This design comes from an exercise in tuning for small area and a short achievable clock period on the open sky130 flow, not from production work.
Function was not checked in any run shown here: the RTL went through the layout flow alone.
Power and IR drop assume default switching activity.

File: design/flow/flow/run.sh
#!/bin/bash
set -euo pipefail
MARGIN=5.6
export BUFFER_PORTS_ARGS="-buffer_cell sky130_fd_sc_hd__buf_1"
sed "s|\"\${@:-finish}\"|SETUP_SLACK_MARGIN=${MARGIN} \"\${@:-finish}\"|" standard.sh > standard_margin.sh
grep -q "SETUP_SLACK_MARGIN=${MARGIN}" standard_margin.sh
bash standard_margin.sh > flow_make.log 2>&1
File: design/flow/standard.sh
#!/bin/bash
# synth_recipe.tcl (not shown) runs the flow's synth.tcl, then flattens the netlist and writes it again
# the make line also repeats each setting of config.mk as NAME=value (left out here)
make -C /OpenROAD-flow-scripts/flow DESIGN_CONFIG=/design/flow/config.mk WORK_HOME=/design/flow/orfs CLKGATE_MAP_FILE= SYNTH_SCRIPT=/design/flow/synth_recipe.tcl "${@:-finish}"
File: design/flow/config.mk
export PLATFORM = sky130hd
export DESIGN_NAME = ex_datapath
export DESIGN_NICKNAME = ex_datapath
export VERILOG_FILES = /design/flow/design.v
export SDC_FILE = /design/flow/constraint.sdc
export NUM_CORES = 4
export LEC_CHECK = 0
export CAP_MARGIN = 50
export CORE_MARGIN = 2
export CORE_UTILIZATION = 40
export CTS_BUF_LIST = sky130_fd_sc_hd__clkbuf_4 sky130_fd_sc_hd__clkbuf_8
export SLEW_MARGIN = 60
export TNS_END_PERCENT = 5
File: design/flow/constraint.sdc
create_clock -name core_clock -period 9.0 [get_ports {CLK}]
set_input_delay 1.8000 -clock core_clock [delete_from_list [all_inputs] [get_ports {CLK}]]
set_output_delay 1.8000 -clock core_clock [all_outputs]
set_load 0.01 [all_outputs]
File: design/flow/design.v
module ALU(
    input  [31:0] X,
    input  [31:0] R,
    input  [1:0]  amt_hi,
    input  [4:0]  msh,
    input         mleft,
    input         fill,
    input         CIN,
    input  [3:0]  Op,
    output [31:0] Out,
    output        C, V
);
    wire add   = (Op[3:1] == 3'b000);
    wire fsub  = (Op[3:1] == 3'b001);
    wire rsub  = (Op[3:1] == 3'b010);
    wire arith = add | fsub | rsub;
    wire cin   = rsub ? ~(Op[0] & CIN) : (add | fsub) & Op[0] & CIN;
    wire vg = fsub | (Op == 4'b0110) | (Op == 4'b0111);
    wire vp = add | rsub | (Op == 4'b0111) | (Op == 4'b1000) | (Op == 4'b1010);
    wire vk = fsub | (Op == 4'b1001) | (Op == 4'b1011) | (Op == 4'b1100);
    wire wg = vg ^ vk, wp = vp ^ vk;
    wire [31:0] r3 = amt_hi[0] ? {R[7:0],   R[31:8]}   : R;
    wire [31:0] r4 = amt_hi[1] ? {r3[15:0], r3[31:16]} : r3;
    wire [3:0] gt_hi, eq_hi;
    wire [7:0] ge_lo;
    wire [31:0] lm, keep;
    genvar j;
    generate for (j = 0; j < 4; j = j + 1) begin : g_hi
        assign gt_hi[j] = (j > msh[4:3]);
        assign eq_hi[j] = (j == msh[4:3]);
    end endgenerate
    generate for (j = 0; j < 8; j = j + 1) begin : g_lo
        assign ge_lo[j] = (j >= msh[2:0]);
    end endgenerate
    generate for (j = 0; j < 32; j = j + 1) begin : g_keep
        assign lm[j]   = gt_hi[j / 8] | (eq_hi[j / 8] & ge_lo[j % 8]);
        assign keep[j] = mleft ? lm[j] : lm[31 - j];
    end endgenerate
    wire [31:0] Y = (r4 & keep) | ({32{fill}} & ~keep);
    wire [31:0] p  = X ^ Y;
    wire [31:0] g  = X & Y;
    wire [31:0] gk = g & {32{arith}};
    wire [31:0] G0 = {gk[31:1], gk[0] | (p[0] & cin)};
    wire [31:0] P0 = p;
    wire [31:0] G1, P1, G2, P2, G3, P3, G4, P4, G5, P5;
    genvar i;
    generate for (i = 0; i < 32; i = i + 1) begin : g_pf
        if (i & 1) begin
            assign G1[i] = G0[i] | (P0[i] & G0[i - 1]);
            assign P1[i] = P0[i] & P0[i - 1];
        end else begin
            assign G1[i] = G0[i]; assign P1[i] = P0[i];
        end
        if (i & 2) begin
            assign G2[i] = G1[i] | (P1[i] & G1[(i & ~1) - 1]);
            assign P2[i] = P1[i] & P1[(i & ~1) - 1];
        end else begin
            assign G2[i] = G1[i]; assign P2[i] = P1[i];
        end
        if (i & 4) begin
            assign G3[i] = G2[i] | (P2[i] & G2[(i & ~3) - 1]);
            assign P3[i] = P2[i] & P2[(i & ~3) - 1];
        end else begin
            assign G3[i] = G2[i]; assign P3[i] = P2[i];
        end
        if (i & 8) begin
            assign G4[i] = G3[i] | (P3[i] & G3[(i & ~7) - 1]);
            assign P4[i] = P3[i] & P3[(i & ~7) - 1];
        end else begin
            assign G4[i] = G3[i]; assign P4[i] = P3[i];
        end
        if (i & 16) begin
            assign G5[i] = G4[i] | (P4[i] & G4[(i & ~15) - 1]);
            assign P5[i] = P4[i] & P4[(i & ~15) - 1];
        end else begin
            assign G5[i] = G4[i]; assign P5[i] = P4[i];
        end
    end endgenerate
    wire [31:0] c    = {G5[30:0], cin};
    wire        cout = G5[31];
    wire        pall = P5[31];
    wire [31:0] L    = {32{vk}} ^ ((g & {32{wg}}) | (p & {32{wp}}));
    assign Out = L ^ c;
    assign C = add ? cout : (fsub | rsub) & cout & ~pall;
    assign V = arith & (c[31] ^ cout);
endmodule
module ShifterSignExtender(
    input  [31:0] Rm,
    input  [11:0] I,
    input  [1:0]  AM,
    input         en,        
    output [31:0] R,         
    output [1:0]  amt_hi,    
    output [4:0]  msh,       
    output        mleft,     
    output        fill       
);
    wire        am_sh = AM[1] & AM[0];
    wire [4:0]  sh    = I[11:7];
    wire [1:0]  ty    = I[6:5];
    wire        lsl   = ~ty[1] & ~ty[0];
    wire        asr   = ty[1] & ~ty[0];
    wire [31:0] src;
    assign src[7:0]   = AM[0] ? Rm[7:0] : I[7:0];
    assign src[11:8]  = AM[0] ? Rm[11:8] : (I[11:8] & {4{AM[1]}});
    assign src[31:12] = Rm[31:12] & {20{AM[0]}};
    wire [31:0] s = src & {32{en}};
    wire [4:0] flip;
    assign flip[0] = 1'b0;
    assign flip[1] = sh[0];
    assign flip[2] = sh[0] | sh[1];
    assign flip[3] = sh[0] | sh[1] | sh[2];
    assign flip[4] = sh[0] | sh[1] | sh[2] | sh[3];
    wire [4:0] amt;
    assign amt[0]   = am_sh & sh[0];
    assign amt[4:1] = am_sh ? (sh[4:1] ^ (flip[4:1] & {4{lsl}}))
                            : (I[11:8] & {4{~AM[0] & ~AM[1]}});
    wire [31:0] r0 = amt[0] ? {s[0],     s[31:1]}   : s;
    wire [31:0] r1 = amt[1] ? {r0[1:0],  r0[31:2]}  : r0;
    assign R       = amt[2] ? {r1[3:0],  r1[31:4]}  : r1;
    assign amt_hi  = amt[4:3];
    wire masked = am_sh & (ty != 2'b11);
    assign msh   = sh & {5{masked}};
    assign mleft = lsl;
    assign fill  = en & am_sh & asr & Rm[31];
endmodule
module ex_datapath(
    input  wire        CLK,
    input  wire [31:0] A,
    input  wire [31:0] Rm,
    input  wire [11:0] I,
    input  wire [1:0]  AM,
    input  wire        CIN,
    input  wire [3:0]  Op,
    output reg  [31:0] Out,
    output wire        Z,
    output wire        N,
    output reg         C,
    output reg         V
);
    wire invA = (Op[3:1] == 3'b001) | (Op[3:1] == 3'b010) | (Op == 4'b1100);
    wire zA   = (Op[3:1] == 3'b101) | (Op[3:2] == 2'b11 & Op[1:0] != 2'b00);
    wire enB  = (Op != 4'b1001);
    wire [31:0] sh_r;
    wire [1:0]  sh_amt_hi;
    wire [4:0]  sh_msh;
    wire        sh_mleft, sh_fill;
    ShifterSignExtender shifter(.Rm(Rm), .I(I), .AM(AM), .en(enB),
        .R(sh_r), .amt_hi(sh_amt_hi), .msh(sh_msh), .mleft(sh_mleft), .fill(sh_fill));
    reg [31:0] x_q, r_q;
    reg [1:0]  amt_q;
    reg [4:0]  msh_q;
    reg        mleft_q, fill_q, cin_q;
    reg [3:0]  op_q;
    always @(posedge CLK) begin
        x_q     <= (A & {32{~zA}}) ^ {32{invA}};
        r_q     <= sh_r;
        amt_q   <= sh_amt_hi;
        msh_q   <= sh_msh;
        mleft_q <= sh_mleft;
        fill_q  <= sh_fill;
        cin_q   <= CIN;
        op_q    <= Op;
    end
    wire [31:0] alu_out;
    wire        alu_c, alu_v;
    ALU alu(.X(x_q), .R(r_q), .amt_hi(amt_q), .msh(msh_q), .mleft(mleft_q), .fill(fill_q),
            .CIN(cin_q), .Op(op_q), .Out(alu_out), .C(alu_c), .V(alu_v));
    always @(posedge CLK) begin
        Out <= alu_out;
        C   <= alu_c;
        V   <= alu_v;
    end
    assign Z = ~|Out;
    assign N = Out[31];
endmodule
==> notes.md, run 1 <==
status=complete, no violations; DR vias=about 7.6k; RR Startpoint=msh_q[3]$_DFF_P_; Routed WL=approximately 24,000 um; Layout Utilization=0.481; PwrDens=between 150 and 200 nW/um^2; grt met3 use=0.0330; worst setup path end=Out[22]$_DFF_P_; CP Buf/Inv Count=2; synth unique cells=between 60 and 70; Crit. path cell count=14; DRC errors left=0; antenna violations before repair=0; routed len/inst=~18 um; Worst Path Arrival=3.71 ns; core area=about 20,000 um^2; GRT Total Usage=0.216; CP Capture Type=register; clock skew=0.0188 ns; leading area contributor after synthesis=dfxtp_1; Critical Path Source Type=register; clock sinks=about 110; leakage=3.84 nW; Fmax=between 0.2 and 0.3 GHz; # IOs=120; Main synth FF type=dfxtp_1; Slew @ Worst Pin=0.560 ns; Synth-to-Final Area Change=17.8%; synth top area cells=dfxtp_1, mux4_2, nand2_1; critical-path cell list=clkbuf_2 -> buf_4 -> nand2_1 -> nand2_1 -> a221oi_2 -> mux2_4 -> ha_4 -> nand4_1 -> nor2_2 -> a221oi_2 -> o221a_4 -> o32ai_4 -> a31oi_1 -> xnor2_1; Hold WC Path Type=reg -> reg; row count=52; clk latency of the worst-skew pair=0.41 ns; largest net degree at the start of global routing=33; 1st-iter DRT viols=roughly 650; first-pass GRT wire length=approximately 38,000 um; worst setup path start=msh_q[3]$_DFF_P_; commonest cells after routing, fill and taps aside=nand2_1, buf_1, dfxtp_1; asr flop ratio synth=0; most crowded layer after global routing=met2; die area=between 20,000 and 25,000 um^2; post-synthesis sequential area ratio=0.271; htree depth=3; reg-to-reg slack, setup=5.58 ns; drt pass-1 iters=5; slowest stage cell, crit path=dfxtp_4; headroom to the max-slew limit=0.622; hold slack=around 0.74 ns; clock root buffer master=clkbuf_8; Synth Register Bits=~110; Max Cap Viol=0; vias in the first global route=about 7k; Net Count, Synth=1,081; RR Endpoint=Out[22]$_DFF_P_; EDFF count, synth=0; Cells after Synth=~970; DIE HEIGHT=148 um; Port Buffers=between 100 and 150; syn avg cell area=8.59 um^2; CTS Buffer Depth=2; FILL cells=2,001; Ys Warns=1; Num CTS Buffers=9; RSZ-0062 raised after global routing=true; delay-heaviest family, CP=compound AO/OA/AOI/OAI gates; total gr overflow=0; Initial Utilization=0.408; Die X-Extent=148 um; CP Data Required Time=between 9 and 10 ns; Final ANT Viol Nets=0; fin. max-slew vios=0; cell area after synthesis=8290 um^2; R2R depth=14; Tmin final=around 3.4 ns; Critical Path Fanout Max=7; count of final hold-check violations=0; Slowest Stage Delay on Critical Path=between 0.3 and 0.4 ns; share of layout cells above drive strength 1=0.190; Peak VDD IR=between 0.07 and 0.08 mV; Worst-path clk slew=about 0.1 ns; Setup TNS=0 ns; GR Util met1=0.290; commonest non-fill, non-tap cell in the layout=nand2_1; period utilisation layout=0.380; Final Wtd Congestion=slightly above 0.9; M2 GR Usage=0.359; share of the synthesized area in the top cell type=0.271; CP Class=reg -> reg; via/cell ratio=5.70; CTS tree=built; final net count=1,182; setup violators final=0; hpwl dp=18,000 um; Antenna Diode Count=0
[through the flow]
step	std cells	worst slack, ns	area [um^2]	total power [mW]
finish	1341	5.58	9760	1.81
global route	1341	5.45	9760	1.93
CTS	1328	5.46	9360	1.77
detailed placement	1297	4.76	8950	1.44
global placement	1294	4.14	8870	1.43
floorplan	965	5.57	8320	1.22
[area by class of cell]
type,instances,area [um^2],share of cell area
inverters,11,45.0,0.00461
repair buffers,159,837,0.0858
clock buffers,9,124,0.0127
clock inverters,7,80.1,0.00820
multi-input cells,773,6070,0.622
well taps,270,338,0.0346
flip-flops and latches,112,2270,0.232
[Yosys cell counts, types with 5 or more instances]
library cell,count
and2_1,7
nor3_1,13
nand2_1,134
nor2_1,54
a211oi_1,8
o21ai_0,52
xor2_1,48
buf_2,13
a31oi_1,11
mux2i_1,41
nand3_1,14
a21oi_1,80
mux2_2,33
a22oi_1,33
o22ai_1,11
buf_1,10
dfxtp_1,112
and3_1,8
nor2b_1,7
ha_1,32
xnor2_1,37
mux4_2,32
nor4_1,12
a22o_1,8
inv_1,10
nand4_1,6
clkbuf_1,41
a221oi_1,14
a21o_1,16
o211ai_1,5
[how the worst min path moves through the flow]
| stage | cells after the start | to | from |
|---|---|---|---|
| 2_1_floorplan | 3 | Out[1]$_DFF_P_ | x_q[1]$_DFF_P_ |
| 3_3_place_gp | 3 | Out[1]$_DFF_P_ | x_q[1]$_DFF_P_ |
| 3_5_place_dp | 3 | Out[1]$_DFF_P_ | x_q[1]$_DFF_P_ |
| 4_1_cts | 3 | Out[1]$_DFF_P_ | x_q[1]$_DFF_P_ |
| 5_1_grt | 3 | Out[1]$_DFF_P_ | x_q[1]$_DFF_P_ |
| 6_report | 3 | Out[1]$_DFF_P_ | x_q[1]$_DFF_P_ |
[repair_timing]
action | in CTS | in global routing
gates cloned | 1 | 1
setup endpoints to repair | 61 | 47
resized for setup | 22 | 51
hold buffers | 0 | 0
buffers inserted | 14 | 12
pin swaps | 3 | 6
[metal layers]
metal | share of wire | wire [um]
met5 | 0 | 0
met4 | 0.020 | 480
met3 | 0.052 | 1270
met2 | 0.48 | 11700
met1 | 0.45 | 11000
[worst min-delay path: stages, from the launching register on]
cell,delay [ns]
dfxtp_1,0.33
ha_1,0.16
a22oi_1,0.08
xnor2_1,0.13
[state kept, by name, summed over array words and instances (netlist names), 2 cells and up]
name and cells:
amt_q 2, Out 32, msh_q 5, x_q 32, op_q 4, r_q 32
[kinds of logic after synthesis]
group / share of synthesized area
DFF: 0.271
muxes: 0.181
xor gates and xnor gates: 0.0899
and+or+nand+nor: 0.143
adders and majority gates: 0.0483
buffers and inverters: 0.0423
AOI/OAI and AO/OA: 0.225
[report_power, final]
| part | internal, mW | switching [mW] | leakage, nW |
|---|---|---|---|
| Combinational | 0.366 | 0.451 | 2.79 |
| Clock | 0.132 | 0.182 | 0.102 |
| Sequential | 0.608 | 0.0759 | 0.944 |
==> run 2, diff against run 1 <==
--- a/design/flow/config.mk
+++ b/design/flow/config.mk
@@ -10,4 +10,3 @@
 export CORE_UTILIZATION = 40
 export CTS_BUF_LIST = sky130_fd_sc_hd__clkbuf_4 sky130_fd_sc_hd__clkbuf_8
 export SLEW_MARGIN = 60
-export TNS_END_PERCENT = 5
==> run 2 against run 1 <==
Net effect:
- still clean
- flip-flop and latch count unchanged
- sequential share of layout area shrank 0.64 points
- hold slack lost 0.011 ns
- sequential power rose by 0.9%
- synthesized cell count unchanged
==> notes.md, run 2 <==
Synth Area in Compound Gates=0.225 (unchanged); most frequent CP cell=mux2i_1; setup violators final=0 (unchanged); EDFF count, synth=0 (unchanged); DRC errors left=0 (unchanged); Ys Warns=1 (unchanged); GRT Total Usage=0.219 (was 0.216); leading area contributor after synthesis=dfxtp_1 (unchanged); largest net degree at the start of global routing=33 (unchanged); slowest stage cell, crit path=nor3b_1 (was dfxtp_4); Worst-path clk slew=0.10 ns (about the same); R2R depth=11 (was 14); CP Buf/Inv Count=2 (unchanged); synth top area cells=dfxtp_1, mux4_2, nand2_1 (unchanged); DIE HEIGHT=148 um (unchanged); first-pass GRT wire length=38,000 um (was 37,600 um); 1st-iter DRT viols=623 (was 653); routed len/inst=18.7 um (was 18.2 um); leakage=3.95 nW (was 3.84 nW); drt pass-1 iters=5 (unchanged); GR Util met1=0.297 (was 0.290); syn avg cell area=8.59 um^2 (unchanged); Net Count, Synth=1,081 (unchanged); PwrDens=183 nW/um^2 (was 186 nW/um^2); Clock power frac=0.160 (was 0.173); Hold EP=Out[1]$_DFF_P_ (unchanged); Main synth FF type=dfxtp_1 (unchanged); grt met3 use=0.0315 (was 0.0330); clock root buffer master=clkbuf_8 (unchanged); critical-path cell list=buf_1 -> nor3b_1 -> o21bai_2 -> a21oi_4 -> buf_4 -> mux2i_1 -> mux2i_1 -> a22o_1 (was clkbuf_2 -> buf_4 -> nand2_1 -> nand2_1 -> a221oi_2 -> mux2_4 -> ha_4 -> nand4_1 -> nor2_2 -> a221oi_2 -> o221a_4 -> o32ai_4 -> a31oi_1 -> xnor2_1); antenna violations before repair=0 (unchanged); row count=52 (unchanged); Hold WC Path Type=reg -> reg (unchanged); Die X-Extent=148 um (unchanged); period utilisation layout=0.372 (was 0.380); CTS Buffer Depth=2 (unchanged); count of final hold-check violations=0 (unchanged); die area=21,900 um^2 (unchanged); Slew @ Worst Pin=0.640 ns (was 0.560 ns); Comb power frac=0.465 (was 0.450); asr flop ratio synth=0 (unchanged); multiplexer share of the synthesized area=0.181 (unchanged); Cells after Synth=965 (unchanged); cts hold-fix bufs=0 (unchanged); status=complete, no violations (unchanged); WHS Path Cells=3 (unchanged); fin worst setup slack=5.65 ns (was 5.58 ns); clk latency of the worst-skew pair=0.40 ns (was 0.41 ns); headroom to the max-slew limit=0.571 (was 0.622); synth cell count leaders=nand2_1, dfxtp_1, a21oi_1, nor2_1, o21ai_0 (unchanged); internal power=1.13 mW (was 1.11 mW); Max Cap Viol=0 (unchanged); CP Data Required Time=9.29 ns (about the same); total gr overflow=0 (unchanged); hold slack=0.730 ns (was 0.741 ns); total power=1.84 mW (was 1.81 mW); Synth Register Bits=112 (unchanged); FILL cells=1,957 (was 2,001); Fmax=0.298 GHz (was 0.293 GHz); share of layout cells above drive strength 1=0.220 (was 0.190); commonest cells after routing, fill and taps aside=nand2_1, buf_1, dfxtp_1 (unchanged); via/cell ratio=5.78 (was 5.70); Port Buffers=119 (unchanged); Layout Utilization=0.496 (was 0.481); Critical Path Source Type=primary input (was register); Slowest Stage Delay on Critical Path=0.30 ns (was 0.38 ns); Final Wtd Congestion=0.909 (was 0.925); M2 GR Usage=0.359 (about the same); # IOs=120 (unchanged); core area=20,300 um^2 (unchanged); RSZ-0062 raised after global routing=true (unchanged); most crowded layer after global routing=met2 (unchanged); Peak VDD IR=0.0678 mV (was 0.0759 mV); post-synthesis sequential area ratio=0.271 (unchanged); Initial Utilization=0.408 (unchanged); sw power=714 uW (was 709 uW); vias in the first global route=6,932 (was 6,995); Setup TNS=0 ns (unchanged); most common cell in the synthesized netlist=nand2_1 (unchanged); CP Class=in -> reg (was reg -> reg); Final ANT Viol Nets=0 (unchanged); delay-heaviest family, CP=compound AO/OA/AOI/OAI gates (unchanged); clock skew=0.00822 ns (was 0.0188 ns); final net count=1,198 (was 1,182); Worst Hold Launch=x_q[1]$_DFF_P_ (unchanged); cell area after synthesis=8290 um^2 (unchanged); Post-Synth Adder-Cell Area=0.0483 (unchanged); share of the synthesized area in the top cell type=0.271 (unchanged); commonest non-fill, non-tap cell in the layout=nand2_1 (unchanged); Worst Path Arrival=3.64 ns (was 3.71 ns); Post-Place Cells=1,295 (was 1,297); CP Capture Type=register (unchanged); RR Endpoint=Out[22]$_DFF_P_ (unchanged); htree depth=3 (unchanged); DR vias=7,835 (was 7,649); simple-gate portion of the synthesized area=0.143 (unchanged); Num CTS Buffers=9 (unchanged); sequential fraction of design power=0.375 (was 0.377); fin. max-slew vios=0 (unchanged); Place WS=4.90 ns (was 4.76 ns); post-synthesis xor/xnor area fraction=0.0899 (unchanged); hpwl dp=18,000 um (about the same); Non-Filler Instances=1,356 (was 1,341); Tmin final=3.35 ns (was 3.42 ns); CTS tree=built (unchanged); Switching Fraction=0.388 (was 0.391); largest family of logic cells by synthesized area=compound AO/OA/AOI/OAI gates (unchanged); reg-to-reg slack, setup=5.68 ns (was 5.58 ns); Regs by FF count=Out (32), r_q (32), x_q (32) (unchanged); clock sinks=112 (unchanged); Routed WL=25,300 um (was 24,400 um); Final Cell Area=10,100 um^2 (was 9760 um^2); DP Area=8950 um^2 (about the same); synth unique cells=67 (unchanged); Critical Path Fanout Max=15 (was 7); Antenna Diode Count=0 (unchanged); Synth-to-Final Area Change=21.6% (was 17.8%); RR Startpoint=amt_q[1]$_DFF_P_ (was msh_q[3]$_DFF_P_)
run 2: cell counts after synthesis:
Identical to the previous run, type by type.
run 2: what timing repair did:
action | 4_1_cts | 5_1_grt
gates cloned | 1 | 2
setup endpoints to repair | 57 | 39
pin swaps | 3 | 21
buffers inserted | 15 | 28
gates resized for setup | 34 | 78
run 2: logic make-up after synthesis:
logic type                 after synthesis
adders and majority gates               32
muxes                                  106
AOI/OAI and AO/OA                      283
xor gates and xnor gates                85
and+or+nand+nor                        266
buffers and inverters                   81
DFF                                    112
run 2: per-layer routing:
layer  vias up  routed length, um
li1       3810                  -
met1      3675              11200
met2       310              12100
met3        40               1350
met4         0                757
met5         -                  0
run 2: area by class of cell:
| cell class | count | area [um^2] | area share |
|---|---|---|---|
| Sequential cell | 112 | 2270 | 0.226 |
| Timing Repair Buffer | 175 | 967 | 0.0960 |
| Tap cell | 270 | 338 | 0.0335 |
| Clock inverter | 3 | 25.0 | 0.00248 |
| Multi-Input combinational cell | 773 | 6260 | 0.621 |
| Clock buffer | 12 | 165 | 0.0164 |
| Inverter | 11 | 45.0 | 0.00447 |
run 2: how the worst max path moves through the flow:
stage                       to  slack, ns       startpoint  cells past startpoint
6_report       r_q[16]$_DFF_P_       5.65             I[5]                      8
5_1_grt        Out[14]$_DFF_P_       5.54  mleft_q$_DFF_P_                     16
4_1_cts        Out[29]$_DFF_P_       5.58  mleft_q$_DFF_P_                     13
3_5_place_dp   r_q[26]$_DFF_P_       4.90            AM[0]                      7
3_3_place_gp   r_q[24]$_DFF_P_       4.15            AM[0]                      8
2_1_floorplan   r_q[0]$_DFF_P_       5.61             I[8]                      6
run 2: power groups by stage:
stage / logic (mW) / registers (mW) / clock network, mW
after global placement: 0.731 / 0.697 / 0
after floorplan: 0.522 / 0.701 / 0
after CTS: 0.769 / 0.686 / 0.301
final: 0.856 / 0.690 / 0.294
after detailed placement: 0.738 / 0.699 / 0
after global routing: 0.928 / 0.703 / 0.318
run 2: worst reg2reg max path, cell delays in order, from the launching register on:
cell and delay, ns:
dfxtp_4 0.40, buf_12 0.17, mux4_2 0.54, mux2_2 0.32
ha_1 0.34, nand4_1 0.19, o21bai_1 0.25, a221oi_2 0.06
o221a_4 0.31, o32ai_4 0.34, a31oi_1 0.14, xnor2_1 0.15
==> run 3, diff against run 2 <==
--- a/design/flow/design.v
+++ b/design/flow/design.v
@@ -166,11 +166,13 @@
     wire        alu_c, alu_v;
     ALU alu(.X(x_q), .R(r_q), .amt_hi(amt_q), .msh(msh_q), .mleft(mleft_q), .fill(fill_q),
             .CIN(cin_q), .Op(op_q), .Out(alu_out), .C(alu_c), .V(alu_v));
+    reg [3:0] zb;    
     always @(posedge CLK) begin
         Out <= alu_out;
         C   <= alu_c;
         V   <= alu_v;
+        zb  <= {~|alu_out[31:24], ~|alu_out[23:16], ~|alu_out[15:8], ~|alu_out[7:0]};
     end
-    assign Z = ~|Out;
+    assign Z = &zb;
     assign N = Out[31];
 endmodule
==> design/flow/flow/run.sh (replaced) <==
#!/bin/bash
set -euo pipefail
MARGIN=5.5
export BUFFER_PORTS_ARGS="-buffer_cell sky130_fd_sc_hd__buf_1"
sed "s|\"\${@:-finish}\"|SETUP_SLACK_MARGIN=${MARGIN} \"\${@:-finish}\"|" standard.sh > standard_margin.sh
grep -q "SETUP_SLACK_MARGIN=${MARGIN}" standard_margin.sh
bash standard_margin.sh > flow_make.log 2>&1
--- a/design/flow/config.mk
+++ b/design/flow/config.mk
@@ -5,8 +5,9 @@
 export SDC_FILE = /design/flow/constraint.sdc
 export NUM_CORES = 4
 export LEC_CHECK = 0
-export CAP_MARGIN = 50
+export CAP_MARGIN = 20
 export CORE_MARGIN = 2
 export CORE_UTILIZATION = 40
 export CTS_BUF_LIST = sky130_fd_sc_hd__clkbuf_4 sky130_fd_sc_hd__clkbuf_8
-export SLEW_MARGIN = 60
+export SLEW_MARGIN = 20
+export TNS_END_PERCENT = 5
==> run 3 against run 2 <==
Net effect:
- final cell count rose by 9.9%
- clock power grew 84%
- register-to-register slack lost 0.45 ns
- hold slack improved by 0.0095 ns
- count of clock-buffer cells in the layout grew 11
- critical path depth grew 4
- total power rose by 19%
- via count is 12% higher
- global-route usage rose by 1.2 points
- wire length rose by 7.6%
- still clean
- synthesized cell count rose by 13%
==> notes.md, run 3 <==
headroom to the max-slew limit=0.447 (was 0.571); CTS Buffer Depth=2 (unchanged); routed len/inst=18.3 um (was 18.7 um); antenna violations before repair=0 (unchanged); asr flop ratio synth=0 (unchanged); Peak VDD IR=0.0758 mV (was 0.0678 mV); largest net degree at the start of global routing=41 (was 33); vias in the first global route=8,323 (was 6,932); die area=23,700 um^2 (was 21,900 um^2); share of the synthesized area in the top cell type=0.258 (was 0.271); drt pass-1 iters=5 (unchanged); DIE HEIGHT=154 um (was 148 um); clk latency of the worst-skew pair=0.45 ns (was 0.40 ns); Post-Synth Adder-Cell Area=0.0444 (was 0.0483); sequential fraction of design power=0.312 (was 0.375); delay-heaviest family, CP=simple AND/OR/NAND/NOR gates (was compound AO/OA/AOI/OAI gates); Routed WL=27,300 um (was 25,300 um); CP Class=reg -> reg (was in -> reg); 1st-iter DRT viols=761 (was 623); Num CTS Buffers=17 (was 9); clock skew=0.0130 ns (was 0.00822 ns); via/cell ratio=5.91 (was 5.78); CP Data Required Time=9.37 ns (was 9.29 ns); Hold WC Path Type=reg -> reg (unchanged); slowest stage cell, crit path=mux4_2 (was nor3b_1); total gr overflow=0 (unchanged); status=complete, no violations (unchanged); Final Wtd Congestion=0.872 (was 0.909); cell area after synthesis=9010 um^2 (was 8290 um^2); internal power=1.38 mW (was 1.13 mW); clock root buffer master=clkbuf_8 (unchanged); core area=22,000 um^2 (was 20,300 um^2); Final ANT Viol Nets=0 (unchanged); Net Count, Synth=1,211 (was 1,081); PwrDens=201 nW/um^2 (was 183 nW/um^2); GRT Total Usage=0.231 (was 0.219); most common cell in the synthesized netlist=nand2_1 (unchanged); final net count=1,313 (was 1,198); synth top area cells=dfxtp_1, mux4_2, nand2_1 (unchanged); Main synth FF type=dfxtp_1 (unchanged); DR vias=8,809 (was 7,835); Comb power frac=0.440 (was 0.465); hpwl dp=19,400 um (was 18,000 um); count of final hold-check violations=0 (unchanged); cts hold-fix bufs=0 (unchanged); Antenna Diode Count=0 (unchanged); Slowest Stage Delay on Critical Path=0.54 ns (was 0.30 ns); CP Buf/Inv Count=1 (was 2); simple-gate portion of the synthesized area=0.180 (was 0.143); Initial Utilization=0.410 (was 0.408); Worst Path Arrival=4.14 ns (was 3.64 ns); CP Capture Type=register (unchanged); setup violators final=0 (unchanged); leading area contributor after synthesis=dfxtp_1 (unchanged); share of layout cells above drive strength 1=0.210 (was 0.220); Non-Filler Instances=1,490 (was 1,356); synth cell count leaders=nand2_1, dfxtp_1, o21ai_0, a21oi_1, nor2_1 (was nand2_1, dfxtp_1, a21oi_1, nor2_1, o21ai_0); sw power=802 uW (was 714 uW); Synth-to-Final Area Change=20.3% (was 21.6%); CTS tree=built (unchanged); fin. max-slew vios=0 (unchanged); commonest cells after routing, fill and taps aside=nand2_1, buf_1, dfxtp_1 (unchanged); largest family of logic cells by synthesized area=compound AO/OA/AOI/OAI gates (unchanged); Slew @ Worst Pin=0.829 ns (was 0.640 ns); Worst-path clk slew=0.07 ns (was 0.10 ns); Critical Path Source Type=register (was primary input); synth unique cells=77 (was 67); commonest non-fill, non-tap cell in the layout=nand2_1 (unchanged); DRC errors left=0 (unchanged); htree depth=4 (was 3); EDFF count, synth=0 (unchanged); Synth Register Bits=116 (was 112); Max Cap Viol=0 (unchanged); Switching Fraction=0.367 (was 0.388); Post-Place Cells=1,421 (was 1,295); FILL cells=2,148 (was 1,957); post-synthesis xor/xnor area fraction=0.0719 (was 0.0899); Tmin final=3.77 ns (was 3.35 ns); row count=54 (was 52); syn avg cell area=8.23 um^2 (was 8.59 um^2); Synth Area in Compound Gates=0.234 (was 0.225); first-pass GRT wire length=43,500 um (was 38,000 um); period utilisation layout=0.419 (was 0.372); Ys Warns=1 (unchanged); Fmax=0.265 GHz (was 0.298 GHz); Port Buffers=119 (unchanged); Setup TNS=0 ns (unchanged); post-synthesis sequential area ratio=0.258 (was 0.271); Critical Path Fanout Max=7 (was 15); critical-path cell list=buf_12 -> mux4_2 -> mux2_4 -> ha_4 -> and3_4 -> and2_4 -> a221o_1 -> a41o_1 -> or2_4 -> and4_4 -> or3_4 -> nor4b_4 (was buf_1 -> nor3b_1 -> o21bai_2 -> a21oi_4 -> buf_4 -> mux2i_1 -> mux2i_1 -> a22o_1); # IOs=120 (unchanged); RSZ-0062 raised after global routing=true (unchanged); multiplexer share of the synthesized area=0.166 (was 0.181); Regs by FF count=Out (32), r_q (32), x_q (32) (unchanged); Die X-Extent=154 um (was 148 um); Clock power frac=0.248 (was 0.160); Cells after Synth=1,095 (was 965); clock sinks=116 (was 112); leakage=4.08 nW (was 3.95 nW)
run 3: worst paths after layout:
kind | to | start | slack [ns] | cells after the start
hold / removal | C$_DFF_P_ | x_q[31]$_DFF_P_ | 0.74 | 3
hold reg to reg | C$_DFF_P_ | x_q[31]$_DFF_P_ | 0.74 | 3
setup / recovery | zb[3]$_DFF_P_ | amt_q[0]$_DFF_P_ | 5.23 | 12
setup reg to reg | zb[3]$_DFF_P_ | amt_q[0]$_DFF_P_ | 5.23 | 12
run 3: kinds of logic (layout without fill, tap and decap cells):
group                      count (synthesis)  count (layout)
AOI/OAI and AO/OA                        323             323
xor gates and xnor gates                  74              74
adders and majority gates                 32              32
buffers and inverters                    100             214
DFF                                      116             116
muxes                                     95              95
and+or+nand+nor                          355             356
run 3: layout make-up:
class                           instances  area, um^2  area share
Multi-Input combinational cell        880        6720       0.620
Sequential cell                       116        2350       0.217
Timing Repair Buffer                  169         915      0.0844
Tap cell                              280         350      0.0323
Clock buffer                           23         304      0.0281
Clock inverter                          9         150      0.0139
Inverter                               13        52.6     0.00485
run 3: metrics by stage:
stage                     utilization  setup WS [ns]  power [mW]  hold slack [ns]  cell area, um^2
after floorplan                     -           5.27        1.32            0.656             9170
final                           0.494           5.23        2.18            0.739            10800
after CTS                       0.488           5.23        2.18            0.731            10700
after global routing            0.494           5.08        2.32            0.753            10800
after global placement          0.438           4.32        1.53            0.702             9610
after detailed placement        0.438           4.18        1.54            0.724             9610
run 3: power by group through the flow:
stage	clock (mW)	combinational [mW]	sequential (mW)
6_report	0.542	0.960	0.680
2_1_floorplan	0	0.609	0.707
4_1_cts	0.557	0.938	0.681
5_1_grt	0.580	1.05	0.692
3_3_place_gp	0	0.839	0.693
3_5_place_dp	0	0.845	0.695
run 3: what timing repair did:
| action | 4_1_cts | 5_1_grt |
|---|---|---|
| pin swaps | 25 | 5 |
| cloned | 2 | 1 |
| buffers inserted | 29 | 5 |
| setup endpoints to repair | 65 | 46 |
| gates resized for setup | 85 | 25 |
| hold endpoints to repair | 0 | 0 |
run 3: worst reg2reg max path: stages, from the launching register on:
cell	delay, ns
dfxtp_4	0.39
buf_12	0.13
mux4_2	0.54
mux2_4	0.32
ha_4	0.25
and3_4	0.18
and2_4	0.14
a221o_1	0.38
a41o_1	0.25
or2_4	0.31
and4_4	0.18
or3_4	0.37
nor4b_4	0.24
run 3: routing by layer:
| metal | wire length [um] | track usage | up-vias |
|---|---|---|---|
| met4 | 888 | 0.0939 | 0 |
| met5 | 0 | 0 | - |
| met3 | 1560 | 0.0417 | 50 |
| li1 | - | - | 4242 |
| met2 | 13200 | 0.386 | 324 |
| met1 | 11600 | 0.295 | 4193 |
==> run 4, diff against run 3 <==
==> design/flow/flow/run.sh (replaced) <==
#!/bin/bash
set -euo pipefail
MARGIN=5.75
export BUFFER_PORTS_ARGS="-buffer_cell sky130_fd_sc_hd__buf_1"
sed "s|\"\${@:-finish}\"|SETUP_SLACK_MARGIN=${MARGIN} \"\${@:-finish}\"|" standard.sh > standard_margin.sh
grep -q "SETUP_SLACK_MARGIN=${MARGIN}" standard_margin.sh
bash standard_margin.sh > flow_make.log 2>&1
==> run 4 against run 3 <==
Net effect:
- final area increased by 2.8%
- first-iteration DRC count up 2.0%
- clock power down 4.2%
- largest cell class unchanged
- highest routed layer unchanged
==> notes.md, run 4 <==
via/cell ratio=5.97 (was 5.91); largest net degree at the start of global routing=41 (unchanged); commonest non-fill, non-tap cell in the layout=nand2_1 (unchanged); Crit. path cell count=12 (unchanged); Critical Path Source Type=register (unchanged); Port Buffers=119 (unchanged); row count=54 (unchanged); Slowest Stage Delay on Critical Path=0.50 ns (was 0.54 ns); DR vias=8,985 (was 8,809); count of final hold-check violations=0 (unchanged); core area=22,000 um^2 (unchanged); Peak VDD IR=0.0911 mV (was 0.0758 mV); antenna violations before repair=0 (unchanged); leading area contributor after synthesis=dfxtp_1 (unchanged); setup violators final=0 (unchanged); Synth Register Bits=116 (unchanged); total gr overflow=0 (unchanged); die area=23,700 um^2 (unchanged); CP Data Required Time=9.36 ns (was 9.37 ns); slowest stage cell, crit path=mux4_2 (unchanged); vias in the first global route=8,336 (was 8,323); Layout Utilization=0.507 (was 0.494); # IOs=120 (unchanged); synth top area cells=dfxtp_1, mux4_2, nand2_1 (unchanged); DIE HEIGHT=154 um (unchanged); Final Wtd Congestion=0.875 (was 0.872); Regs by FF count=Out (32), r_q (32), x_q (32) (unchanged); Final Cell Area=11,100 um^2 (was 10,800 um^2); 1st-iter DRT viols=776 (was 761); most common cell in the synthesized netlist=nand2_1 (unchanged); share of the synthesized area in the top cell type=0.258 (unchanged); Net Count, Synth=1,211 (unchanged); commonest cells after routing, fill and taps aside=nand2_1, buf_1, dfxtp_1 (unchanged); Critical Path Fanout Max=8 (was 7); Max Cap Viol=0 (unchanged); cell area after synthesis=9010 um^2 (unchanged); critical-path cell list=buf_12 -> buf_4 -> mux4_2 -> mux2_2 -> ha_4 -> and2_4 -> a221o_1 -> a41o_1 -> or2_4 -> and4_4 -> or3_4 -> nor4b_4 (was buf_12 -> mux4_2 -> mux2_4 -> ha_4 -> and3_4 -> and2_4 -> a221o_1 -> a41o_1 -> or2_4 -> and4_4 -> or3_4 -> nor4b_4); Final ANT Viol Nets=0 (unchanged); FILL cells=2,079 (was 2,148); drt pass-1 iters=5 (unchanged); Worst-path clk slew=0.07 ns (about the same); EDFF count, synth=0 (unchanged); leakage=4.20 nW (was 4.08 nW); Initial Utilization=0.410 (unchanged); Setup TNS=0 ns (unchanged); Tmin final=3.74 ns (was 3.77 ns); CTS tree=built (unchanged); share of layout cells above drive strength 1=0.238 (was 0.210); Place WS=4.24 ns (was 4.18 ns); Hold WC Path Type=reg -> reg (unchanged); Slew @ Worst Pin=0.861 ns (was 0.829 ns); headroom to the max-slew limit=0.426 (was 0.447); Worst Path Arrival=4.10 ns (was 4.14 ns); clock sinks=116 (unchanged); DRC errors left=0 (unchanged); Non-Filler Instances=1,505 (was 1,490); CP Buf/Inv Count=2 (was 1); Post-Place Cells=1,419 (was 1,421); clock root buffer master=clkbuf_8 (unchanged); WHS Path Cells=3 (unchanged); clock skew=0.0159 ns (was 0.0130 ns); syn avg cell area=8.23 um^2 (unchanged); CP Class=reg -> reg (unchanged); clk latency of the worst-skew pair=0.46 ns (was 0.45 ns); Ys Warns=1 (unchanged); fin. max-slew vios=0 (unchanged); Main synth FF type=dfxtp_1 (unchanged); synth unique cells=77 (unchanged); GRT Total Usage=0.232 (was 0.231); synth cell count leaders=nand2_1, dfxtp_1, o21ai_0, a21oi_1, nor2_1 (unchanged); hpwl dp=19,400 um (about the same); htree depth=4 (unchanged); first-pass GRT wire length=44,100 um (was 43,500 um); RSZ-0062 raised after global routing=true (unchanged); PwrDens=199 nW/um^2 (was 201 nW/um^2); Fmax=0.267 GHz (was 0.265 GHz); DP Area=9600 um^2 (was 9610 um^2); CTS Buffer Depth=2 (unchanged); Routed WL=28,000 um (was 27,300 um); cts hold-fix bufs=0 (unchanged); asr flop ratio synth=0 (unchanged); Antenna Diode Count=0 (unchanged); period utilisation layout=0.415 (was 0.419); status=complete, no violations (unchanged); fin worst setup slack=5.26 ns (was 5.23 ns); Die X-Extent=154 um (unchanged); Synth-to-Final Area Change=23.6% (was 20.3%); R2R depth=12 (unchanged); delay-heaviest family, CP=simple AND/OR/NAND/NOR gates (unchanged); CP Capture Type=register (unchanged); Num CTS Buffers=17 (unchanged); Cells after Synth=1,095 (unchanged); routed len/inst=18.6 um (was 18.3 um); post-synthesis sequential area ratio=0.258 (unchanged); final net count=1,328 (was 1,313)
run 4: cell counts after synthesis:
Identical to the previous run, type by type.
run 4: worst reg2reg max path, cell delays in order, from the launching register on:
cell,delay (ns)
dfxtp_4,0.40
buf_12,0.14
buf_4,0.11
mux4_2,0.50
mux2_2,0.34
ha_4,0.26
and2_4,0.16
a221o_1,0.35
a41o_1,0.26
or2_4,0.29
and4_4,0.19
or3_4,0.40
nor4b_4,0.24
run 4: repair_timing:
action | in CTS | in global routing
setup buffers | 31 | 21
resized for setup | 93 | 63
pin swaps | 16 | 32
gates cloned | 1 | 1
setup endpoints to repair | 66 | 56
run 4: path summary, 6_finish.rpt:
| check | start | end | slack, ns |
|---|---|---|---|
| worst max-delay path | amt_q[1]$_DFF_P_ | zb[3]$_DFF_P_ | 5.26 |
| worst min-delay path | x_q[31]$_DFF_P_ | C$_DFF_P_ | 0.66 |
| worst max register to register | amt_q[1]$_DFF_P_ | zb[3]$_DFF_P_ | 5.26 |
| worst min register to register | x_q[31]$_DFF_P_ | C$_DFF_P_ | 0.66 |
run 4: per-stage QoR:
step,total power [mW],hold slack (ns)
detailed placement,1.54,0.705
CTS,2.15,0.711
global route,2.35,0.713
floorplan,1.32,0.656
global placement,1.53,0.700
finish,2.21,0.661
run 4: per-layer routing:
metal	vias to the layer above	track usage	wire length [um]
li1	4274	-	-
met1	4277	0.294	11800
met2	360	0.388	13400
met3	74	0.0443	1700
met4	0	0.0957	1050
met5	-	0	0
run 4: power by group:
| part | leakage (nW) | internal (mW) | switching, mW |
|---|---|---|---|
| clock network | 0.222 | 0.308 | 0.211 |
| logic | 3.00 | 0.448 | 0.564 |
| registers | 0.977 | 0.625 | 0.0588 |
| total | 4.20 | 1.38 | 0.834 |
run 4: final cells by class:
type | instances | area [um^2] | share of cell area
inverters | 13 | 52.6 | 0.00472
flip-flops and latches | 116 | 2350 | 0.211
clock buffers | 23 | 304 | 0.0273
repair buffers | 185 | 1050 | 0.0941
clock inverters | 9 | 126 | 0.0113
multi-input cells | 879 | 6910 | 0.620
well taps | 280 | 350 | 0.0314
run 4: cell families (layout without fill, tap and decap cells):
logic type	Yosys count	count (layout)	share of synthesized area
buf+inv	100	230	0.0464
flops	116	116	0.258
mux	95	95	0.166
compound gates	323	323	0.234
xor+xnor	74	74	0.0719
simple gates	355	355	0.180
fa+ha+maj	32	32	0.0444
==> run 5, diff against run 4 <==
--- a/design/flow/design.v
+++ b/design/flow/design.v
@@ -5,20 +5,13 @@
     input  [4:0]  msh,
     input         mleft,
     input         fill,
-    input         CIN,
-    input  [3:0]  Op,
+    input         arith,     
+    input         cin,       
+    input         csub,      
+    input         wg, wp, vk,  
     output [31:0] Out,
     output        C, V
 );
-    wire add   = (Op[3:1] == 3'b000);
-    wire fsub  = (Op[3:1] == 3'b001);
-    wire rsub  = (Op[3:1] == 3'b010);
-    wire arith = add | fsub | rsub;
-    wire cin   = rsub ? ~(Op[0] & CIN) : (add | fsub) & Op[0] & CIN;
-    wire vg = fsub | (Op == 4'b0110) | (Op == 4'b0111);
-    wire vp = add | rsub | (Op == 4'b0111) | (Op == 4'b1000) | (Op == 4'b1010);
-    wire vk = fsub | (Op == 4'b1001) | (Op == 4'b1011) | (Op == 4'b1100);
-    wire wg = vg ^ vk, wp = vp ^ vk;
     wire [31:0] r3 = amt_hi[0] ? {R[7:0],   R[31:8]}   : R;
     wire [31:0] r4 = amt_hi[1] ? {r3[15:0], r3[31:16]} : r3;
     wire [3:0] gt_hi, eq_hi;
@@ -81,7 +74,7 @@
     wire        pall = P5[31];
     wire [31:0] L    = {32{vk}} ^ ((g & {32{wg}}) | (p & {32{wp}}));
     assign Out = L ^ c;
-    assign C = add ? cout : (fsub | rsub) & cout & ~pall;
+    assign C = arith & cout & ~(csub & pall);
     assign V = arith & (c[31] ^ cout);
 endmodule
 module ShifterSignExtender(
@@ -141,6 +134,14 @@
     wire invA = (Op[3:1] == 3'b001) | (Op[3:1] == 3'b010) | (Op == 4'b1100);
     wire zA   = (Op[3:1] == 3'b101) | (Op[3:2] == 2'b11 & Op[1:0] != 2'b00);
     wire enB  = (Op != 4'b1001);
+    wire add   = (Op[3:1] == 3'b000);
+    wire fsub  = (Op[3:1] == 3'b001);
+    wire rsub  = (Op[3:1] == 3'b010);
+    wire arith = add | fsub | rsub;
+    wire cin   = rsub ? ~(Op[0] & CIN) : (add | fsub) & Op[0] & CIN;
+    wire vg = fsub | (Op == 4'b0110) | (Op == 4'b0111);
+    wire vp = add | rsub | (Op == 4'b0111) | (Op == 4'b1000) | (Op == 4'b1010);
+    wire vk = fsub | (Op == 4'b1001) | (Op == 4'b1011) | (Op == 4'b1100);
     wire [31:0] sh_r;
     wire [1:0]  sh_amt_hi;
     wire [4:0]  sh_msh;
@@ -150,8 +151,8 @@
     reg [31:0] x_q, r_q;
     reg [1:0]  amt_q;
     reg [4:0]  msh_q;
-    reg        mleft_q, fill_q, cin_q;
-    reg [3:0]  op_q;
+    reg        mleft_q, fill_q;
+    reg        arith_q, cin_q, csub_q, wg_q, wp_q, vk_q;
     always @(posedge CLK) begin
         x_q     <= (A & {32{~zA}}) ^ {32{invA}};
         r_q     <= sh_r;
@@ -159,20 +160,22 @@
         msh_q   <= sh_msh;
         mleft_q <= sh_mleft;
         fill_q  <= sh_fill;
-        cin_q   <= CIN;
-        op_q    <= Op;
+        arith_q <= arith;
+        cin_q   <= cin;
+        csub_q  <= fsub | rsub;
+        wg_q    <= vg ^ vk;
+        wp_q    <= vp ^ vk;
+        vk_q    <= vk;
     end
     wire [31:0] alu_out;
     wire        alu_c, alu_v;
     ALU alu(.X(x_q), .R(r_q), .amt_hi(amt_q), .msh(msh_q), .mleft(mleft_q), .fill(fill_q),
-            .CIN(cin_q), .Op(op_q), .Out(alu_out), .C(alu_c), .V(alu_v));
-    reg [3:0] zb;    
+            .arith(arith_q), .cin(cin_q), .csub(csub_q), .wg(wg_q), .wp(wp_q), .vk(vk_q), .Out(alu_out), .C(alu_c), .V(alu_v));
     always @(posedge CLK) begin
         Out <= alu_out;
         C   <= alu_c;
         V   <= alu_v;
-        zb  <= {~|alu_out[31:24], ~|alu_out[23:16], ~|alu_out[15:8], ~|alu_out[7:0]};
     end
-    assign Z = &zb;
+    assign Z = ~|Out;
     assign N = Out[31];
 endmodule
==> design/flow/flow/run.sh (replaced) <==
#!/bin/bash
set -euo pipefail
MARGIN=5.6
export BUFFER_PORTS_ARGS="-buffer_cell sky130_fd_sc_hd__buf_1"
sed "s|\"\${@:-finish}\"|SETUP_SLACK_MARGIN=${MARGIN} \"\${@:-finish}\"|" standard.sh > standard_margin.sh
grep -q "SETUP_SLACK_MARGIN=${MARGIN}" standard_margin.sh
bash standard_margin.sh > flow_make.log 2>&1
==> run 5 against run 4 <==
Net effect:
- register-to-register slack gained 0.39 ns
- synthesized cell count down 21%
- hold slack better by 0.023 ns
- wire length is 16% lower
- largest power group unchanged
- highest routed layer unchanged
- sequential share of layout area grew 2.4 points
- count of clock-buffer cells in the layout decreased by 1
- final cell count down 16%
==> notes.md, run 5 <==
drt pass-1 iters=5 (unchanged); slowest stage cell, crit path=dfxtp_4 (was mux4_2); PwrDens=216 nW/um^2 (was 199 nW/um^2); Clock power frac=0.269 (was 0.234); Synth Register Bits=113 (was 116); Synth Area in Compound Gates=0.194 (was 0.234); Critical Path Fanout Max=8 (unchanged); die area=21,000 um^2 (was 23,700 um^2); Main synth FF type=dfxtp_1 (unchanged); Worst-path clk slew=0.08 ns (was 0.07 ns); # IOs=120 (unchanged); EDFF count, synth=0 (unchanged); post-synthesis sequential area ratio=0.284 (was 0.258); Peak VDD IR=0.0851 mV (was 0.0911 mV); cell area after synthesis=7960 um^2 (was 9010 um^2); DR vias=7,108 (was 8,985); Initial Utilization=0.409 (was 0.410); Tmin final=3.35 ns (was 3.74 ns); Die X-Extent=145 um (was 154 um); CTS tree=built (unchanged); clk latency of the worst-skew pair=0.46 ns (about the same); Critical Path Source Type=register (unchanged); synth unique cells=65 (was 77); RSZ-0062 raised after global routing=true (unchanged); post-synthesis xor/xnor area fraction=0.110 (was 0.0719); Final Wtd Congestion=0.894 (was 0.875); core area=19,500 um^2 (was 22,000 um^2); Switching Fraction=0.355 (was 0.376); Fmax=0.298 GHz (was 0.267 GHz); Net Count, Synth=986 (was 1,211); fin. max-slew vios=0 (unchanged); clock skew=0.0148 ns (was 0.0159 ns); synth cell count leaders=dfxtp_1, nand2_1, a21oi_1, xnor2_1, xor2_1 (was nand2_1, dfxtp_1, o21ai_0, a21oi_1, nor2_1); Hold WC Path Type=reg -> reg (unchanged); commonest cells after routing, fill and taps aside=buf_1, nand2_1, dfxtp_1 (was nand2_1, buf_1, dfxtp_1); period utilisation layout=0.372 (was 0.415); DRC errors left=0 (unchanged); most frequent CP cell=a21oi_1; largest net degree at the start of global routing=33 (was 41); via/cell ratio=5.61 (was 5.97); DIE HEIGHT=145 um (was 154 um); Slew @ Worst Pin=1.02 ns (was 0.861 ns); Port Buffers=119 (unchanged); headroom to the max-slew limit=0.323 (was 0.426); final net count=1,107 (was 1,328); CP Class=reg -> reg (unchanged); Comb power frac=0.390 (was 0.457); clock sinks=113 (was 116); leading area contributor after synthesis=dfxtp_1 (unchanged); most common cell in the synthesized netlist=dfxtp_1 (was nand2_1); setup violators final=0 (unchanged); count of final hold-check violations=0 (unchanged); Worst Path Arrival=3.72 ns (was 4.10 ns); Slowest Stage Delay on Critical Path=0.41 ns (was 0.50 ns); htree depth=4 (unchanged); syn avg cell area=9.15 um^2 (was 8.23 um^2); share of layout cells above drive strength 1=0.214 (was 0.238); 1st-iter DRT viols=553 (was 776); share of the synthesized area in the top cell type=0.284 (was 0.258); status=complete, no violations (unchanged); Setup TNS=0 ns (unchanged); CP Data Required Time=9.37 ns (was 9.36 ns); Cells after Synth=870 (was 1,095); Antenna Diode Count=0 (unchanged); largest family of logic cells by synthesized area=multiplexers (was compound AO/OA/AOI/OAI gates); asr flop ratio synth=0 (unchanged); Num CTS Buffers=17 (unchanged); CTS Buffer Depth=2 (unchanged); sequential fraction of design power=0.341 (was 0.309); CP Capture Type=register (unchanged); Routed WL=23,400 um (was 28,000 um); leakage=3.84 nW (was 4.20 nW); Layout Utilization=0.499 (was 0.507); Ys Warns=1 (unchanged); Max Cap Viol=0 (unchanged); routed len/inst=18.5 um (was 18.6 um); internal power=1.35 mW (was 1.38 mW); Final ANT Viol Nets=0 (unchanged); critical-path cell list=and2_4 -> nand2_1 -> or2_2 -> a21oi_1 -> mux2_2 -> ha_1 -> nand4_1 -> buf_4 -> o31a_1 -> o221a_2 -> or2_1 -> a21oi_1 (was buf_12 -> buf_4 -> mux4_2 -> mux2_2 -> ha_4 -> and2_4 -> a221o_1 -> a41o_1 -> or2_4 -> and4_4 -> or3_4 -> nor4b_4); clock root buffer master=clkbuf_8 (unchanged); delay-heaviest family, CP=simple AND/OR/NAND/NOR gates (unchanged); Synth-to-Final Area Change=22.1% (was 23.6%); total gr overflow=0 (unchanged); antenna violations before repair=0 (unchanged); synth top area cells=dfxtp_1, mux4_2, xnor2_1 (was dfxtp_1, mux4_2, nand2_1); Regs by FF count=Out (32), r_q (32), x_q (32) (unchanged); multiplexer share of the synthesized area=0.200 (was 0.166); CP Buf/Inv Count=1 (was 2); Post-Synth Adder-Cell Area=0.0503 (was 0.0444); row count=51 (was 54); commonest non-fill, non-tap cell in the layout=buf_1 (was nand2_1); total power=2.10 mW (was 2.21 mW); hpwl dp=16,800 um (was 19,400 um); simple-gate portion of the synthesized area=0.121 (was 0.180); first-pass GRT wire length=35,900 um (was 44,100 um); sw power=745 uW (was 834 uW); vias in the first global route=6,582 (was 8,336); GRT Total Usage=0.213 (was 0.232)
## run 5: changes by cell type in the layout (fill, tap and decap cells not counted), moves of 16 or more
cell and change:
a22oi_1 +19, o21ai_0 -27, mux2i_1 +21, xnor2_1 +30, nand2_1 -70, a21oi_1 -16, nor2_1 -29
## run 5: cell families (layout without fill, tap and decap cells)
logic type | count (synthesis) | in the layout
AOI/OAI and AO/OA | 229 | 229
adders and majority gates | 32 | 32
and+or+nand+nor | 212 | 212
xor gates and xnor gates | 100 | 100
muxes | 112 | 112
DFF | 113 | 113
buffers and inverters | 72 | 205
## run 5: final timing paths
| path | start | to | slack [ns] | cells past startpoint |
|---|---|---|---|---|
| max | msh_q[3]$_DFF_P_ | V$_DFF_P_ | 5.65 | 12 |
| min | csub_q$_DFF_P_ | C$_DFF_P_ | 0.68 | 2 |
| max reg2reg | msh_q[3]$_DFF_P_ | V$_DFF_P_ | 5.65 | 12 |
| min reg2reg | csub_q$_DFF_P_ | C$_DFF_P_ | 0.68 | 2 |
## run 5: area by class of cell
type                    count  area [um^2]
clock inverters             9          179
repair buffers            166          895
inverters                   8         33.8
multi-input cells         685         5710
flip-flops and latches    113         2290
clock buffers              22          284
fillers                  1866         9750
well taps                 265          332
## run 5: per-layer routing
layer	track usage	share of wire	vias up
met5	0	0	-
met4	0.0757	0.026	0
met3	0.0384	0.052	45
met2	0.331	0.46	250
met1	0.298	0.46	3350
li1	-	-	3463
## run 5: timing repair
item	CTS	global route
endpoints found under the setup margin	62	51
gates cloned	1	2
pin swaps	4	7
hold buffers	0	0
resized for setup	34	49
setup buffers	14	21
## run 5: metrics by stage
| step | cell area, um^2 | setup WS [ns] | cells | hold WS [ns] |
|---|---|---|---|---|
| after global placement | 8530 | 4.78 | 1199 | 0.650 |
| final | 9710 | 5.65 | 1268 | 0.685 |
| after CTS | 9260 | 5.54 | 1245 | 0.663 |
| after global routing | 9710 | 5.53 | 1268 | 0.693 |
| after floorplan | 7960 | 5.61 | 870 | 0.494 |
| after detailed placement | 8530 | 4.73 | 1199 | 0.631 |
## run 5: power by group through the flow
stage          Clock, mW  Sequential [mW]  Combinational, mW
2_1_floorplan          0            0.726              0.512
3_3_place_gp           0            0.718              0.728
3_5_place_dp           0            0.719              0.732
4_1_cts            0.573            0.709              0.760
5_1_grt            0.592            0.731              0.889
6_report           0.565            0.715              0.817
## run 5: tightest hold or removal path, cell delays in order (launching register included)
cell and delay (ns):
dfxtp_1 0.36, nand4_1 0.14, o211a_1 0.14
==> run 6, diff against run 5 <==
--- a/design/flow/config.mk
+++ b/design/flow/config.mk
@@ -8,6 +8,5 @@
 export CAP_MARGIN = 20
 export CORE_MARGIN = 2
 export CORE_UTILIZATION = 40
-export CTS_BUF_LIST = sky130_fd_sc_hd__clkbuf_4 sky130_fd_sc_hd__clkbuf_8
 export SLEW_MARGIN = 20
 export TNS_END_PERCENT = 5
==> run 6 against run 5 <==
Net effect:
- still clean on timing, DRC and antenna
- synthesized area did not move
- critical path depth shrank 1
- worst setup slack worse by 0.038 ns
- flip-flop and latch count unchanged
- global-route usage up 0.18 points
- non-clock buffer count decreased by 16
- critical path type unchanged
- highest routed layer unchanged
==> notes.md, run 6 <==
Initial Utilization=0.409 (unchanged); die area=21,000 um^2 (unchanged); period utilisation layout=0.377 (was 0.372); Worst Path Arrival=3.72 ns (about the same); Comb power frac=0.353 (was 0.390); post-synthesis sequential area ratio=0.284 (unchanged); Critical Path Source Type=register (unchanged); FF/Latch Area=2280 um^2 (was 2290 um^2); Slew @ Worst Pin=1.03 ns (was 1.02 ns); Post-Place Cells=1,199 (unchanged); syn avg cell area=9.15 um^2 (unchanged); sequential fraction of design power=0.317 (was 0.341); commonest non-fill, non-tap cell in the layout=buf_1 (unchanged); share of the synthesized area in the top cell type=0.284 (unchanged); clock root buffer master=clkbuf_16 (was clkbuf_8); routed len/inst=18.4 um (was 18.5 um); Net Count, Synth=986 (unchanged); count of final hold-check violations=0 (unchanged); critical-path cell list=buf_8 -> mux4_2 -> mux2_2 -> ha_1 -> a21oi_2 -> o221a_4 -> o21ai_2 -> a22oi_4 -> o22ai_1 -> a22oi_1 -> xnor2_1 (was and2_4 -> nand2_1 -> or2_2 -> a21oi_1 -> mux2_2 -> ha_1 -> nand4_1 -> buf_4 -> o31a_1 -> o221a_2 -> or2_1 -> a21oi_1); hold slack=0.662 ns (was 0.685 ns); Final Wtd Congestion=0.894 (unchanged); CP Data Required Time=9.33 ns (was 9.37 ns); Fmax=0.295 GHz (was 0.298 GHz); share of layout cells above drive strength 1=0.185 (was 0.214); CTS Buffer Depth=2 (unchanged); most common cell in the synthesized netlist=dfxtp_1 (unchanged); Slowest Stage Delay on Critical Path=0.57 ns (was 0.41 ns); worst setup path start=amt_q[0]$_DFF_P_ (was msh_q[3]$_DFF_P_); clock skew=0.0115 ns (was 0.0148 ns); RR Startpoint=amt_q[0]$_DFF_P_ (was msh_q[3]$_DFF_P_); hpwl dp=16,800 um (unchanged); # IOs=120 (unchanged); DR vias=7,067 (was 7,108); clk latency of the worst-skew pair=0.43 ns (was 0.46 ns); CTS tree=built (unchanged); delay-heaviest family, CP=compound AO/OA/AOI/OAI gates (was simple AND/OR/NAND/NOR gates); Synth-to-Final Area Change=21.0% (was 22.1%); Non-Filler Instances=1,252 (was 1,268); EDFF count, synth=0 (unchanged); CP Buf/Inv Count=1 (unchanged); clock sinks=113 (unchanged); fin. max-slew vios=0 (unchanged); largest net degree at the start of global routing=33 (unchanged); synth unique cells=65 (unchanged); status=complete, no violations (unchanged); leakage=3.82 nW (was 3.84 nW); asr flop ratio synth=0 (unchanged); row count=51 (unchanged); Regs by FF count=Out (32), r_q (32), x_q (32) (unchanged); Antenna Diode Count=0 (unchanged); antenna violations before repair=0 (unchanged); total gr overflow=0 (unchanged); Main synth FF type=dfxtp_1 (unchanged); Crit. path cell count=11 (was 12); sw power=756 uW (was 745 uW); Ys Warns=1 (unchanged); final net count=1,091 (was 1,107); FILL cells=1,859 (was 1,866); Cells after Synth=870 (unchanged); commonest cells after routing, fill and taps aside=buf_1, nand2_1, dfxtp_1 (unchanged); Routed WL=23,000 um (was 23,400 um); core area=19,500 um^2 (unchanged); Max Cap Viol=0 (unchanged); Synth Register Bits=113 (unchanged); Worst-path clk slew=0.06 ns (was 0.08 ns); DP Area=8530 um^2 (unchanged); RSZ-0062 raised after global routing=true (unchanged); Final ANT Viol Nets=0 (unchanged); Switching Fraction=0.337 (was 0.355); synth top area cells=dfxtp_1, mux4_2, xnor2_1 (unchanged); Tmin final=3.39 ns (was 3.35 ns); htree depth=4 (unchanged); Peak VDD IR=0.0971 mV (was 0.0851 mV); Final Cell Area=9630 um^2 (was 9710 um^2); Hold WC Path Type=reg -> reg (unchanged); Num CTS Buffers=17 (unchanged); PwrDens=233 nW/um^2 (was 216 nW/um^2); CP Class=reg -> reg (unchanged); drt pass-1 iters=5 (unchanged); vias in the first global route=6,624 (was 6,582); R2R depth=11 (was 12); Critical Path Fanout Max=32 (was 8); internal power=1.48 mW (was 1.35 mW); Clock power frac=0.330 (was 0.269); Multi-input gate area=5600 um^2 (was 5710 um^2); WHS Path Cells=2 (unchanged); synth cell count leaders=dfxtp_1, nand2_1, a21oi_1, xnor2_1, xor2_1 (unchanged); via/cell ratio=5.64 (was 5.61); DRC errors left=0 (unchanged); first-pass GRT wire length=36,200 um (was 35,900 um); GRT Total Usage=0.215 (was 0.213); cell area after synthesis=7960 um^2 (unchanged); Setup TNS=0 ns (unchanged); Port Buffers=119 (unchanged); headroom to the max-slew limit=0.315 (was 0.323); leading area contributor after synthesis=dfxtp_1 (unchanged); setup violators final=0 (unchanged); CP Capture Type=register (unchanged); slowest stage cell, crit path=mux4_2 (was dfxtp_4); DIE HEIGHT=145 um (unchanged); 1st-iter DRT viols=561 (was 553); Die X-Extent=145 um (unchanged); Worst Hold Launch=csub_q$_DFF_P_ (unchanged)
-- run 6: cell count changes in the layout (fill, tap and decap cells not counted), sizes merged --
cell	change
buf	-16
-- run 6: logic make-up after synthesis --
kind of cell | synth area share
muxes | 0.200
and+or+nand+nor | 0.121
xor gates and xnor gates | 0.110
buffers and inverters | 0.0401
AOI/OAI and AO/OA | 0.194
adders and majority gates | 0.0503
DFF | 0.284
-- run 6: what timing repair did --
action,4_1_cts,5_1_grt
setup buffers,10,11
hold buffers,0,0
pin swaps,5,9
gates cloned,1,0
resized for setup,32,32
setup endpoints to repair,62,56
hold endpoints to repair,0,0
-- run 6: path summary, 6_finish.rpt --
| path | slack, ns | end |
|---|---|---|
| max | 5.61 | Out[19]$_DFF_P_ |
| min | 0.66 | C$_DFF_P_ |
| max reg2reg | 5.61 | Out[19]$_DFF_P_ |
| min reg2reg | 0.66 | C$_DFF_P_ |
-- run 6: through the flow --
| stage | utilization | total power, mW | setup slack (ns) |
|---|---|---|---|
| floorplan | - | 1.24 | 5.61 |
| global placement | 0.438 | 1.45 | 4.78 |
| detailed placement | 0.438 | 1.45 | 4.73 |
| CTS | 0.483 | 2.22 | 5.46 |
| global route | 0.495 | 2.36 | 5.46 |
| finish | 0.495 | 2.24 | 5.61 |
-- run 6: final cells by class --
class	count	area share
clock buffers	22	0.0482
flip-flops and latches	113	0.237
well taps	265	0.0344
multi-input cells	685	0.581
repair buffers	150	0.0767
clock inverters	9	0.0186
inverters	8	0.00351
-- run 6: layer usage --
| metal | wire [um] | share of wire | vias to the layer above | global-route usage |
|---|---|---|---|---|
| met2 | 10700 | 0.46 | 281 | 0.337 |
| li1 | - | - | 3425 | - |
| met5 | 0 | 0 | - | 0 |
| met3 | 1330 | 0.058 | 30 | 0.0381 |
| met1 | 10500 | 0.46 | 3331 | 0.298 |
| met4 | 488 | 0.021 | 0 | 0.0777 |
-- run 6: worst reg2reg max path, delay by kind of cell, from the launching register on --
kind	cells	cell delay [ns]
xor+xnor	1	0.19
flops	1	0.33
fa+ha+maj	1	0.36
buf+inv	1	0.27
mux	2	0.90
compound gates	6	1.24
-- run 6: power by group through the flow --
stage | Combinational (mW) | Clock (mW) | Sequential, mW
2_1_floorplan | 0.512 | 0 | 0.726
3_3_place_gp | 0.728 | 0 | 0.718
4_1_cts | 0.760 | 0.750 | 0.708
6_report | 0.790 | 0.740 | 0.711
3_5_place_dp | 0.732 | 0 | 0.719
5_1_grt | 0.860 | 0.769 | 0.727

-- port drivers added, routing unchanged --
The flow's constraints put no driver on any port. The routed layouts listed below were extracted and timed again, unchanged, in two steps. Step 1, drivers: a clkbuf_16 drives CLK and a buf_2 each remaining input, both assumed. Step 2, shift: input delay + t, output delay - t, t = (earliest + latest rising clock arrival at the registers) / 2. This alone moves slack from input paths to output paths. Slacks: ideal ports / drivers / drivers and shift; pairs: ideal ports / drivers.
run	shift t [ns]	setup slack, ns	hold slack, ns	latest minus earliest clock arrival (ns)	worst register clock-pin slew, ns
run 1	0.439	5.583 / 5.583 / 5.213	0.741 / 0.741 / 0.741	0.022 / 0.021	0.12 / 0.12
run 2	0.438	5.649 / 5.669 / 5.231	0.730 / 0.730 / 0.730	0.009 / 0.009	0.10 / 0.10
run 3	0.487	5.226 / 5.226 / 4.901	0.739 / 0.739 / 0.739	0.015 / 0.014	0.07 / 0.07
run 4	0.490	5.261 / 5.261 / 4.925	0.661 / 0.661 / 0.661	0.016 / 0.016	0.07 / 0.07
run 5	0.490	5.649 / 5.617 / 5.212	0.685 / 0.685 / 0.685	0.015 / 0.014	0.08 / 0.08
run 6	0.462	5.610 / 5.595 / 5.274	0.662 / 0.662 / 0.662	0.013 / 0.012	0.06 / 0.06
After both steps every run listed still meets setup and hold. For run 5, which loses most, drivers alone change the setup slack by -0.032 ns; drivers and shift together by -0.437 ns.
